Source: an optimization exercise on an open RTL-to-GDS flow (aim: small area). Production flows keep margins and buffers that such runs may drop.
In this exercise RTL edits were held to simulation tests only and were not proved equivalent to the original.
No activity file was given, so power comes from the tool's default toggle rates.

run A:
==> flow/design.v <==
`timescale 1ns / 1ps
module spi_interface(
	input wire	       SCLK,
	input wire	       MOSI,
	input wire	       CSN,
	input wire	       rst_n,
	input wire         tap,
	output reg	       MISO,
	output reg	       MISO_enable,
	output wire        clr,
	output wire        ins_act,
	output wire        ins_bit,
	output reg [7:0]   wadr,
	output reg [7:0]   radr,
	output wire [1:0]  rq
);
	reg [5:0]  pos;       
	reg        rw;        
	reg [3:0]  ph;        
	reg        done;      
	reg [3:0]  e;         
	reg [3:0]  z;         
	reg [15:0] sr;        
	reg [3:0]  k;         
	reg        wact;      
	wire start    = (pos == 6'd0 || pos == 6'd34) && !CSN;
	wire in_data  = pos >= 6'd14 && pos <= 6'd29;    
	wire win_go   = rw && pos >= 6'd15 && pos <= 6'd30 && ph == 4'd0;
	assign clr     = !done;
	assign ins_act = wact | win_go;
	assign ins_bit = sr[k] & done;
	assign rq      = e[3:2];
	always @(posedge SCLK or negedge rst_n)
	begin
		if (rst_n == 1'b0) begin
			pos  <= 6'd0;
			ph   <= 4'd0;
			done <= 1'b0;
			wact <= 1'b0;
		end else begin
			if (start)
				pos <= 6'd1;
			else if (pos == 6'd0 || pos == 6'd34)
				pos <= 6'd0;
			else
				pos <= pos + 1'b1;
			ph <= ph + 1'b1;
			if (ph == 4'd13)
				done <= 1'b1;
			if (win_go)
				wact <= 1'b1;
			else if (ph == 4'd15)
				wact <= 1'b0;
		end
	end
	always @(posedge SCLK)
	begin
		if (start)
			rw <= MOSI;
		if (pos >= 6'd1 && pos <= 6'd8)
			radr <= {radr[6:0], MOSI};
		if (pos == 6'd9)
			e <= ph + 4'd3;
		if (pos == 6'd14) begin
			k    <= ~ph;
			wadr <= radr;
		end
		sr <= {sr[14:0], in_data ? MOSI : sr[15]};
		z  <= {z[2:0], tap & done};
	end
	always @(negedge SCLK or negedge rst_n)
	begin
		if (rst_n == 1'b0) begin
			MISO        <= 1'b0;
			MISO_enable <= 1'b0;
		end else begin
			MISO_enable <= !rw && pos >= 6'd14 && pos <= 6'd29;
			MISO        <= !rw && pos >= 6'd14 && pos <= 6'd29 && z[e[1:0]];
		end
	end
endmodule  
`timescale 1ns / 1ps
module register_array(
    input wire clk,
    input wire clr,           
    input wire ins_act,       
    input wire ins_bit,       
    input wire [7:0] wadr,
    input wire [7:0] radr,
    input wire [1:0] rq,      
    output wire tap
);
wire [4*256-1:0] taps;
genvar g;
generate
    for (g = 0; g < 256; g = g + 1) begin : row
        reg [15:0] ring;
        wire sel = clr | (ins_act && wadr == g);
        always @(posedge clk)
            ring <= {ring[14:0], sel ? ins_bit : ring[15]};
        assign taps[4*g +: 4] = {ring[12], ring[8], ring[4], ring[0]};
    end
endgenerate
assign tap = taps[{radr, rq}];
endmodule
`timescale 1 ns / 1 ps 
module rst_syn(
    input wire clk,
    input wire rst_n,
    output reg rst_n_syn
);
reg out1;
always @(posedge clk or negedge rst_n)
begin
    if(rst_n == 0) begin
        out1 <= 1'b0;
        rst_n_syn <= 1'b0;
    end else begin
        out1 <= 1'b1;
        rst_n_syn <= out1;
    end
end
endmodule
`timescale 1ns / 1ps
module proj9_top(
	input wire  SCLK,
	input wire  MOSI,
	input wire  CSN,
	input wire  rst_n,
	output wire MISO,
	output wire MISO_enable
);
   wire         rst_n_syn;
   wire         clr;
   wire         ins_act;
   wire         ins_bit;
   wire [7:0]   wadr;
   wire [7:0]   radr;
   wire [1:0]   rq;
   wire         tap;
   spi_interface cmd_interface(
		.SCLK(SCLK),
		.MOSI(MOSI),
		.CSN(CSN),
		.rst_n(rst_n_syn),
		.tap(tap),
		.MISO(MISO),
		.MISO_enable(MISO_enable),
		.clr(clr),
		.ins_act(ins_act),
		.ins_bit(ins_bit),
		.wadr(wadr),
		.radr(radr),
		.rq(rq)
	);
   register_array regi_modu(
		.clk(SCLK),
		.clr(clr),
		.ins_act(ins_act),
		.ins_bit(ins_bit),
		.wadr(wadr),
		.radr(radr),
		.rq(rq),
		.tap(tap)
   );
   rst_syn reset_s(
		.clk(SCLK),
		.rst_n(rst_n),
		.rst_n_syn(rst_n_syn)
   );
endmodule  
export LEC_CHECK = 0
export CAP_MARGIN = 20
export CORE_MARGIN = 2
export CORE_UTILIZATION = 70
export CTS_BUF_LIST = sky130_fd_sc_hd__clkbuf_4
export CTS_CLUSTER_SIZE = 20
export SLEW_MARGIN = 20
create_clock -name core_clock -period 10.0 [get_ports {SCLK}]
run.sh (not shown) runs the stock make flow with config.mk's settings and CLKGATE_MAP_FILE= SYNTH_SCRIPT=/design/flow/synth_recipe.tcl, a recipe that flattens the netlist after the stock synthesis.
Run A: done, clean on timing, DRC and antenna
Here is what was changed in the inputs of run B compared with run A.
- a deleted CTS_CLUSTER_SIZE that had been 20
- a change of CAP_MARGIN from 20 to 35
- a deleted CTS_BUF_LIST that had been sky130_fd_sc_hd__clkbuf_4
- a change of SLEW_MARGIN from 20 to 35
- a change of CORE_UTILIZATION from 70 to 55
Notes after the runs:
From run A to run B the numbers moved as follows: worst setup margin now sits higher, switching part of the total power saw a decrease, via count went down by 3214, first-pass GRT wire length dropped about 0.4%.
Changes in run C relative to run B:
- swapping 35 for 20 in SLEW_MARGIN
- putting CTS_BUF_LIST at sky130_fd_sc_hd__clkbuf_8 where nothing was set
- putting CTS_CLUSTER_SIZE at 40 where nothing was set
- swapping 55 for 70 in CORE_UTILIZATION
- swapping 35 for 20 in CAP_MARGIN
==> run notes <==
Run C finished end to end and its layout was clean on timing, DRC and antenna.
Run B did not stop at any stage, and its layout met the timing, design-rule and antenna checks.
Run C against run B: combined area of the multi-input logic cells has decreased; total number of vias has increased.
Delta (run C minus run B): fraction of power consumed by the clock network now sits lower, cell area now sits lower.
